Context: an optimization exercise on an open-source flow, tuned for small area and a short achievable clock period. The choices shown serve that exercise and are no tape-out recipe.
Where RTL was checked, it was by simulation tests only, not by an equivalence proof against the original.
Power and IR drop assume default switching activity.

==> trial 86: inputs <==
// fpm
module fpm(
    input [32:1] a,
    input [32:1] b,
    input clk,
    input rst,
    input in_valid,
    output [32:1] c,
    output out_valid
    );
export LEC_CHECK = 0
export CAP_MARGIN = 20
export CORE_MARGIN = 2
export CORE_UTILIZATION = 60
export CTS_BUF_LIST = sky130_fd_sc_hd__clkbuf_8
export CTS_CLUSTER_DIAMETER = 50
export CTS_CLUSTER_SIZE = 18
export SETUP_SLACK_MARGIN = 2.7
export SLEW_MARGIN = 30
export SYNTH_HIERARCHICAL = 1
export SYNTH_MINIMUM_KEEP_SIZE = 0
export TNS_END_PERCENT = 0
create_clock -name core_clock -period 5.0 [get_ports {clk}]
standard.sh (not shown) runs the stock make flow with config.mk's settings and CLKGATE_MAP_FILE= SYNTH_SCRIPT=/design/flow/synth_recipe.tcl, a recipe that flattens the netlist after the stock synthesis.
==> flow/flow/run.sh <==
#!/bin/bash
set -euo pipefail
export BUFFER_PORTS_ARGS="-buffer_cell sky130_fd_sc_hd__buf_2"
bash standard.sh > standard.log 2>&1
==> build 80: changes against trial 86 <==
CAP_MARGIN = 50   (was 20)
CTS_BUF_LIST = not set   (was sky130_fd_sc_hd__clkbuf_8)
CTS_CLUSTER_DIAMETER = not set   (was 50)
CTS_CLUSTER_SIZE = not set   (was 18)
SETUP_SLACK_MARGIN = 3.0   (was 2.7)
SLEW_MARGIN = 70   (was 30)
==> impl_results.rst <==
.. list-table::
   :header-rows: 1

   * - Metric
     - Value
   * - Result of the run
     - no timing/DRC/antenna violations
   * - Worst path cell trace
     - buf_6 -> nand2b_4 -> o21ai_4 -> buf_4 -> buf_2 -> buf_4 -> a22o_1 -> xor2_2 -> fa_1 -> fa_1
   * - Utilization after layout
     - 0.753
   * - Number of clock buffers in the layout
     - 36
   * - Leak pwr
     - 10.7 nW
   * - Wire length per cell
     - 24.3 µm
   * - DR pass1 iterations
     - 8
   * - Required time of the critical path
     - around 5400 ps
   * - Count of cell instances traversed by the critical path
     - 10
   * - Worst-case setup margin in the final layout
     - 2220 ps
   * - Met3 demand-to-capacity share in global routing
     - 0.0822
   * - Global-route met1 utilization
     - 0.468
   * - Later-pin clock latency in the skew report
     - ~600 ps
# the run above: build 80

==> impl_results.rst <==
.. list-table::
   :header-rows: 1

   * - Metric
     - Value
   * - Result of the run
     - no timing/DRC/antenna violations
   * - Utilization after layout
     - 0.731
   * - Worst path cell trace
     - buf_2 -> nand2b_4 -> o21ai_4 -> a22o_1 -> xor2_1 -> fa_1 -> fa_1
   * - Later-pin clock latency in the skew report
     - 590 ps
   * - Wire length per cell
     - between 20 and 25 µm
   * - Worst-case setup margin in the final layout
     - 2170 ps
   * - Met3 demand-to-capacity share in global routing
     - 0.0956
   * - Leak pwr
     - 10.3 nW
# the run above: trial 86


========
==> job 1412: inputs <==
fpm, a different RTL version from the one above (not shown whole).
clock: 5.0 ns
lec_check: 0
cap_margin: 20
core_margin: 2
core_utilization: 35
slew_margin: 20
synth_hierarchical: 1
synth_minimum_keep_size: 0
run.sh (not shown) runs the stock make flow with config.mk's settings and CLKGATE_MAP_FILE= SYNTH_SCRIPT=/design/flow/synth_recipe.tcl, a recipe that flattens the netlist after the stock synthesis.
Stock flow here: none of the scripts above is used.
==> job 2864 (differences from job 1412) <==
- CAP_MARGIN: 20 -> 50
- CORE_UTILIZATION: 35 -> 60
- SETUP_SLACK_MARGIN: default -> 2.5
- SLEW_MARGIN: 20 -> 70
- TNS_END_PERCENT: default -> 0
==> impl_results.md <==
* Final WL at 57,600 um
* Critical Path AT at 4.24 ns
* Final Cycle Share at 76.3%
* Metal1 wirelength at 25,600 um
* Status: complete, no violations
* Site Rows at 89
* CP dominant cell by count: fa_1
* CP Data Required Time at 5.43 ns
-- figures above: job 1412

==> impl_results.md <==
* CP Data Required Time at 5.42 ns
* Final Cycle Share at 61.2%
* Metal1 wirelength at 23,800 um
* Critical Path AT at 3.47 ns
* Status: complete, no violations
* Final WL at 57,400 um
* Site Rows at 68
-- figures above: job 2864


========
==> trial 48 <==
fpm, a different RTL version from the one above (not shown whole).
==> flow/design.v (excerpt) <==
module fpm(
    input [32:1] a,
    input [32:1] b,
    input clk,
    input rst,
    input in_valid,
    output [32:1] c,
    output out_valid
    );
export LEC_CHECK = 0
export CAP_MARGIN = 50
export CORE_MARGIN = 2
export CORE_UTILIZATION = 60
export CTS_BUF_LIST = sky130_fd_sc_hd__clkbuf_8
export CTS_CLUSTER_DIAMETER = 50
export CTS_CLUSTER_SIZE = 18
export SETUP_SLACK_MARGIN = 2.45
export SLEW_MARGIN = 70
export SYNTH_HIERARCHICAL = 1
export SYNTH_MINIMUM_KEEP_SIZE = 0
export TNS_END_PERCENT = 0
create_clock -name core_clock -period 5.0 [get_ports {clk}]
standard.sh (not shown) runs the stock make flow with config.mk's settings and CLKGATE_MAP_FILE= SYNTH_SCRIPT=/design/flow/synth_recipe.tcl, a recipe that flattens the netlist after the stock synthesis.
Scripts as last shown in full above: flow/flow/run.sh
==> build 66 (differences from trial 48) <==
SETUP_SLACK_MARGIN = 2.3   (was 2.45)
==> build 85 (differences from trial 48) <==
SETUP_SLACK_MARGIN = 2.7   (was 2.45)
==> impl_metrics.ini <==
[finish]
buffers = 153
stdcell_area_mm2 = 0.02396
antenna_cells = 0
seq_area_mm2 = 0.006391
post-route-util_pct = 69.89

[setup_path]
path_depth = 8
ff2ff_setup_slack_ns = 2.37

[route]
drt_first_pass_iters = 5
wl_mm = 55.59

[grt]
grt_pass1_wl_mm = 86.35

[sta]
min_period_over_period_pct = 56.24

[power]
pwr-share-clk_pct = 12.6
swShare_pct = 41.23

[outcome]
status = no timing/DRC/antenna violations
That was build 66.
==> impl_metrics.ini <==
[setup_path]
ff2ff_setup_slack_ns = 2.52
path_depth = 7

[outcome]
status = no timing/DRC/antenna violations

[power]
pwr-share-clk_pct = 12.5
swShare_pct = 41.17

[finish]
antenna_cells = 1
post-route-util_pct = 73.07
seq_area_mm2 = 0.006402
buffers = 202

[grt]
grt_pass1_wl_mm = 89.39

[sta]
min_period_over_period_pct = 53.43

[route]
drt_first_pass_iters = 7
That was trial 48.
==> impl_metrics.ini <==
[outcome]
status = no timing/DRC/antenna violations

[grt]
grt_usage_pct = 32.74
grt_pass1_wl_mm = 89.67

[route]
drt_first_pass_iters = 5
initialDrtViolationCount = 1338
wl_mm = 58.42

[sta]
min_period_over_period_pct = 53.35

[finish]
stdcell_area_mm2 = 0.02505
seq_area_mm2 = 0.006404
buffers = 204
post-route-util_pct = 73.06

[power]
swShare_pct = 41.20
pwr-share-clk_pct = 12.5
That was build 85.
No run of this note included a check of the RTL's function; only the layout flow was run.

========
==> run a: inputs <==
fpm with an RTL version that a note above also has.
// fpm
module fpm(
    input [32:1] a,
    input [32:1] b,
    input clk,
    input rst,
    input in_valid,
    output [32:1] c,
    output out_valid
    );
==> flow/config.mk <==
export PLATFORM = sky130hd
export DESIGN_NAME = fpm
export DESIGN_NICKNAME = fpm
export VERILOG_FILES = /design/flow/design.v
export SDC_FILE = /design/flow/constraint.sdc
export NUM_CORES = 4
export LEC_CHECK = 0
export CAP_MARGIN = 50
export CORE_MARGIN = 2
export CORE_UTILIZATION = 60
export CTS_BUF_LIST = sky130_fd_sc_hd__clkbuf_8
export CTS_CLUSTER_DIAMETER = 50
export CTS_CLUSTER_SIZE = 18
export SETUP_SLACK_MARGIN = 2.5
export SLEW_MARGIN = 70
export SYNTH_HIERARCHICAL = 1
export SYNTH_MINIMUM_KEEP_SIZE = 0
export TNS_END_PERCENT = 40
==> flow/constraint.sdc <==
create_clock -name core_clock -period 5.0 [get_ports {clk}]
set_input_delay 1.0000 -clock core_clock [delete_from_list [all_inputs] [get_ports {clk}]]
set_output_delay 1.0000 -clock core_clock [all_outputs]
set_load 0.01 [all_outputs]
Scripts as last shown in full above: flow/flow/run.sh
==> inputs of run b, as changes to run a <==
SETUP_SLACK_MARGIN = 2.4   (was 2.5)
TNS_END_PERCENT = 0   (was 40)
==> qor summary <==
| metric | run b | run a |
|---|---|---|
| Sum of routed wire segments on met1 | 22500 um | 24100 um |
| Combined area of the multi-input logic cells | 14500 um^2 | 15500 um^2 |
| Register fraction of the total cell area | 24.3% | 21.9% |
| Number of nets in the finished design | 2347 | 2483 |
| Non-clock buffer contribution to total cell area | 6.40% | 12.2% |
| Count of H-tree levels built during CTS | 1 | 2 |
| Average wire per cell in the routed design | 23.6 um | 25.3 um |
| Aggregate global-route resource usage | 33.2% | 36.4% |
| Maximum number of pins on one net before global-route repair | 28 | 29 |
| Outcome | no timing/DRC/antenna violations | no timing/DRC/antenna violations |
| Worst setup slack for register-to-register paths | 2.26 ns | 2.23 ns |
| Buffer count from post-CTS setup fixing | 27 | 109 |
| Buf+Inv Stages, Crit Path | 2 | 4 |
| Met3 Resource Use GR | 8.55% | 9.95% |
| Resize count post-CTS | 94 | 254 |
| Lkg Pwr | 0.0101 uW | 0.0111 uW |
| Path length in cells of the critical path | 9 | 11 |
| Antenna diode instance count | 0 | 1 |
| Cell Count, Final, Fillers Out | 2385 | 2519 |
| DRT Pass-1 Iters | 5 | 9 |
| HPWL reported at the end of detailed placement | 39800 um | 40000 um |
| Length of routed met3 wiring | 5400 um | 6950 um |
| Switch share | 42.5% | 42.4% |
| Antenna violations before repair | 3 | 1 |
| Detailed-routed wire length on met2 | 25400 um | 29100 um |
| Critical-path maximum fanout | 7 | 5 |
| Setup clock skew after layout | 0.0439 ns | 0.0393 ns |

========
==> inputs of 09-01 <==
Starting RTL as in the previous note.
Settings: LEC_CHECK=0, CAP_MARGIN=50, CORE_MARGIN=2, CORE_UTILIZATION=60, CTS_BUF_LIST=sky130_fd_sc_hd__clkbuf_8, CTS_CLUSTER_DIAMETER=50, CTS_CLUSTER_SIZE=18, GPL_ROUTABILITY_DRIVEN=0, SETUP_SLACK_MARGIN=2.7, SLEW_MARGIN=70, SYNTH_HIERARCHICAL=1, SYNTH_MINIMUM_KEEP_SIZE=0, TNS_END_PERCENT=0; clock period 5.0 ns.
Scripts as last shown in full above: flow/flow/run.sh
==> inputs of 10-27, as changes to 09-01 <==
- GPL_ROUTABILITY_DRIVEN: 0 -> unset
- PLACE_DENSITY_LB_ADDON: unset -> 0.2
==> inputs of 03-28, as changes to 09-01 <==
- CORE_UTILIZATION: 60 -> 45
- GPL_ROUTABILITY_DRIVEN: 0 -> unset
==> inputs of 08-22, as changes to 09-01 <==
- CTS_BUF_LIST: sky130_fd_sc_hd__clkbuf_8 -> sky130_fd_sc_hd__clkbuf_16
- CTS_CLUSTER_DIAMETER: 50 -> 80
- CTS_CLUSTER_SIZE: 18 -> 40
- GPL_ROUTABILITY_DRIVEN: 0 -> unset
==> results.txt <==
item	10-27	09-01	03-28	08-22
Count of cells along the worst register-to-register path	11	9	10	10
Count of clock-net buffers in the final layout	42	38	38	17
Share of cell area taken by multi-input logic gates	61.5%	61.4%	61.1%	61.8%
Worst min-delay path endpoint	q2_w_S0_8$_DFF_P_	q2_w_S0_2$_DFF_P_	q2_w_S0_2$_DFF_P_	q2_w_S0_1$_DFF_P_
RePlAce Congestion	0.901	-	0.870	0.933
Clk pwr	1.98 mW	2.02 mW	1.94 mW	1.69 mW
M1 WL	21600 um	22900 um	26000 um	22900 um
Arrival time at the worst endpoint	3.34 ns	3.25 ns	3.31 ns	3.25 ns
Combined buffer and inverter count along the critical path	2	0	4	3
Tap cell count	442	442	585	442
Total combinational power	8.47 mW	8.54 mW	8.50 mW	8.35 mW
Die area	34300 um^2	34300 um^2	45400 um^2	34300 um^2
Number of levels in the clock H-tree	2	2	2	1
Clock input transition at the sequential cells of the worst setup and hold paths	0.09 ns	0.09 ns	0.09 ns	0.11 ns
Capturing instance or port of the critical path	q1_s777$_DFF_P_	q_c[25]$_SDFF_PP0_	q1_s539$_DFF_P_	q1_s603$_DFF_P_
Run status	finished clean	finished clean	finished clean	finished clean
Met2 wire len	26600 um	27700 um	26800 um	26300 um
Die Height	185 um	185 um	213 um	185 um
Seq/total area	24.0%	23.7%	23.8%	24.1%
GR Util All Layers	34.4%	34.8%	27.1%	33.6%
Max incr delay on CP	0.46 ns	0.45 ns	0.52 ns	0.45 ns
Worst vdd ir	412 uV	479 uV	275 uV	465 uV

========
==> build 52: inputs <==
fpm again, from the RTL that the note above started with.
Settings: LEC_CHECK=0, CAP_MARGIN=50, CORE_MARGIN=2, CORE_UTILIZATION=60, CTS_BUF_LIST=sky130_fd_sc_hd__clkbuf_8, CTS_CLUSTER_DIAMETER=50, CTS_CLUSTER_SIZE=18, SETUP_SLACK_MARGIN=2.7, SLEW_MARGIN=70, SYNTH_HIERARCHICAL=1, SYNTH_MINIMUM_KEEP_SIZE=0, TNS_END_PERCENT=0; clock period 5.0 ns.
Scripts as last shown in full above: flow/flow/run.sh
==> build 81: changes against build 52 <==
--- a/flow/config.mk
+++ b/flow/config.mk
@@ -11,8 +11,8 @@
 export CTS_BUF_LIST = sky130_fd_sc_hd__clkbuf_8
 export CTS_CLUSTER_DIAMETER = 50
 export CTS_CLUSTER_SIZE = 18
-export SETUP_SLACK_MARGIN = 2.7
+export SETUP_SLACK_MARGIN = 2.4
 export SLEW_MARGIN = 70
 export SYNTH_HIERARCHICAL = 1
 export SYNTH_MINIMUM_KEEP_SIZE = 0
-export TNS_END_PERCENT = 0
+export TNS_END_PERCENT = 15
==> qor summary <==
|  | build 81 | build 52 |
|---|---|---|
| Outcome | no timing/DRC/antenna violations | no timing/DRC/antenna violations |
| Count of multi-input combinational gates | 1352 | 1351 |
| Buffers inserted during post-CTS setup optimization | 75 | 27 |
| Wire length of the first global-routing pass | 90200 µm | 85600 µm |
| Power attributed to sequential cells | 3.95 mW | 3.93 mW |
| Power dissipated by switching net loads | 6.27 mW | 6.08 mW |
| Fraction of area in clock buffers and inverters | 0.0298 | 0.0355 |
| Sequential cell area share | 0.230 | 0.243 |
| N_diodes | 1 | 0 |
| Final wirelength | 60300 µm | 56200 µm |
| Post-route setup slack | 2.25 ns | 2.20 ns |
| Number of cells on the worst reg-to-reg path | 12 | 11 |
| Area taken by multi-input logic gates | 14900 µm² | 14500 µm² |
| Internal | 8.39 mW | 8.24 mW |
| DRC marker count from the first detailed-route iteration | 1542 | 1417 |
| Sequential cell area | 5680 µm² | 5670 µm² |
| Final critical-path required period | 2.75 ns | 2.80 ns |
| Setup crit start | a[23] | b[11] |
| Share of total power in the clock network | 0.119 | 0.135 |
| Detail Route met2 WL | 28400 µm | 25400 µm |
| Placed Instances | 2299 | 2291 |

========
==> delta: inputs <==
fpm again, from the RTL that the note above started with.
## fpm
module fpm(
    input [32:1] a,
    input [32:1] b,
    input clk,
    input rst,
    input in_valid,
    output [32:1] c,
    output out_valid
    );
==> flow/config.mk <==
export PLATFORM = sky130hd
export DESIGN_NAME = fpm
export DESIGN_NICKNAME = fpm
export VERILOG_FILES = /design/flow/design.v
export SDC_FILE = /design/flow/constraint.sdc
export NUM_CORES = 4
export LEC_CHECK = 0
export CAP_MARGIN = 50
export CORE_MARGIN = 2
export CORE_UTILIZATION = 60
export CTS_BUF_LIST = sky130_fd_sc_hd__clkbuf_8
export CTS_CLUSTER_DIAMETER = 50
export CTS_CLUSTER_SIZE = 18
export SETUP_SLACK_MARGIN = 2.7
export SLEW_MARGIN = 70
export SYNTH_HIERARCHICAL = 1
export SYNTH_MINIMUM_KEEP_SIZE = 0
export TNS_END_PERCENT = 0
==> flow/constraint.sdc <==
create_clock -name core_clock -period 5.0 [get_ports {clk}]
set_input_delay 1.0000 -clock core_clock [delete_from_list [all_inputs] [get_ports {clk}]]
set_output_delay 1.0000 -clock core_clock [all_outputs]
set_load 0.01 [all_outputs]
==> flow/flow/run.sh <==
#!/bin/bash
set -euo pipefail
export BUFFER_PORTS_ARGS="-buffer_cell sky130_fd_sc_hd__buf_2"
export CTS_ARGS="-sink_clustering_enable -repair_clock_nets -buf_list sky130_fd_sc_hd__clkbuf_8 -sink_clustering_size 18 -sink_clustering_max_diameter 50 -dont_use_dummy_load"
bash standard.sh > standard.log 2>&1
==> maple (differences from delta) <==
==> flow/flow/run.sh (replaced) <==
#!/bin/bash
set -euo pipefail
export BUFFER_PORTS_ARGS="-buffer_cell sky130_fd_sc_hd__buf_2"
bash standard.sh > standard.log 2>&1
--- a/flow/config.mk
+++ b/flow/config.mk
@@ -9,7 +9,7 @@
 export CORE_MARGIN = 2
 export CORE_UTILIZATION = 60
-export CTS_BUF_LIST = sky130_fd_sc_hd__clkbuf_8
-export CTS_CLUSTER_DIAMETER = 50
-export CTS_CLUSTER_SIZE = 18
+export CTS_BUF_LIST = sky130_fd_sc_hd__clkbuf_8 sky130_fd_sc_hd__clkbuf_16
+export CTS_CLUSTER_DIAMETER = 60
+export CTS_CLUSTER_SIZE = 25
 export SETUP_SLACK_MARGIN = 2.7
 export SLEW_MARGIN = 70
==> harbor (differences from delta) <==
==> flow/flow/run.sh (replaced) <==
#!/bin/bash
set -euo pipefail
export BUFFER_PORTS_ARGS="-buffer_cell sky130_fd_sc_hd__buf_2"
bash standard.sh > standard.log 2>&1
--- a/flow/config.mk
+++ b/flow/config.mk
@@ -9,7 +9,4 @@
 export CORE_MARGIN = 2
 export CORE_UTILIZATION = 60
-export CTS_BUF_LIST = sky130_fd_sc_hd__clkbuf_8
-export CTS_CLUSTER_DIAMETER = 50
-export CTS_CLUSTER_SIZE = 18
 export SETUP_SLACK_MARGIN = 2.7
 export SLEW_MARGIN = 70
==> summary of the runs <==
delta produced a clean layout. maple completed without violations. harbor completed with no timing, DRC or antenna violations. In harbor the final cell count is larger than in maple, by 0.83%. Sequential power is about the same in harbor and delta. The lowest utilization belongs to delta, the highest to harbor. First-iteration DRC count: delta < maple < harbor. Between harbor and maple, the lower register-to-register slack is in maple (gap 30 ps). Global-route usage: delta is lower than maple (0.72 points). Flip-flop and latch count is the same in delta and harbor. The lowest critical path depth belongs to delta, the highest to maple.
==> figures <==
metric	delta	maple	harbor
Result of the run	complete, no violations	complete, no violations	complete, no violations
Met1 Wirelength	22.7 mm	22.7 mm	23.4 mm
Multi-input gate area in the final layout	14600 sq um	14500 sq um	14700 sq um
Met3 routed WL	5.71 mm	5.69 mm	5.85 mm
Worst setup path end	q_c[8]	q_c[8]	q1_c454
Biggest cell delay along the critical path	470 ps	430 ps	530 ps
Clock buffer count from CTS	31	26	31
Fraction of cell area in non-clock buffers	7.58%	8.18%	8.50%
Comb pwr	8.51 mW	8.47 mW	8.72 mW
Multi-input combinational area share	62.9%	60.7%	60.1%
Total internal power	7.92 mW	8.50 mW	9.11 mW
Met3 GRT Util	9.50%	9.04%	8.22%
Clock-pin transition on the worst setup and hold timing paths	100 ps	80 ps	60 ps
Type of element launching the critical path	flip-flop	flip-flop	input pin
Layout Utilization	71.8%	73.7%	75.3%
Minimum hold slack	278 ps	330 ps	327 ps
Share of the cycle needed by the critical path after routing	56.2%	56.0%	55.6%
Arrival time at the worst endpoint	3290 ps	3240 ps	3220 ps

## what the ideal ports hide
How much do the figures lean on ideal ports? The routed layouts below were timed once more, with nothing changed but the port constraints. Step 1: set_driving_cell puts a clkbuf_16 on clk and a buf_2 on each other input, an assumption about the parent block. Step 2, shift: input delay + t, output delay - t, t = (earliest + latest rising clock arrival at the registers) / 2. This alone moves slack from input paths to output paths. Three values: ideal ports, drivers, drivers and shift; two values: the first two.
run | t (ns) | slack for setup (ns) | hold slack, ns
trial 86 | 0.625 | 2.173 / 2.114 / 1.490 | 0.322 / 0.322 / 0.322
build 80 | 0.647 | 2.220 / 2.143 / 1.496 | 0.327 / 0.327 / 0.327
job 1412 | 0.607 | 1.186 / 1.186 / 1.186 | 0.325 / 0.325 / 0.325
job 2864 | 0.601 | 1.941 / 1.941 / 1.668 | 0.324 / 0.324 / 0.324
trial 48 | 0.611 | 2.329 / 2.215 / 1.605 | 0.319 / 0.319 / 0.319
build 66 | 0.610 | 2.188 / 2.175 / 1.565 | 0.322 / 0.322 / 0.322
build 85 | 0.614 | 2.332 / 2.245 / 1.631 | 0.324 / 0.324 / 0.324
run a | 0.609 | 2.183 / 2.075 / 1.465 | 0.325 / 0.325 / 0.325
run b | 0.691 | 2.200 / 2.096 / 1.406 | 0.319 / 0.319 / 0.319
09-01 | 0.621 | 2.208 / 2.118 / 1.497 | 0.323 / 0.323 / 0.323
10-27 | 0.596 | 2.101 / 1.988 / 1.392 | 0.329 / 0.329 / 0.329
03-28 | 0.659 | 2.165 / 2.096 / 1.438 | 0.328 / 0.328 / 0.328
08-22 | 0.581 | 2.148 / 2.068 / 1.487 | 0.339 / 0.339 / 0.339
build 52 | 0.691 | 2.200 / 2.096 / 1.406 | 0.319 / 0.319 / 0.319
build 81 | 0.688 | 2.254 / 2.169 / 1.482 | 0.320 / 0.320 / 0.320
delta | 0.656 | 2.189 / 2.137 / 1.481 | 0.278 / 0.278 / 0.278
maple | 0.621 | 2.198 / 2.097 / 1.476 | 0.330 / 0.330 / 0.330
harbor | 0.647 | 2.220 / 2.143 / 1.496 | 0.327 / 0.327 / 0.327
After both steps setup and hold are still met in every run listed.
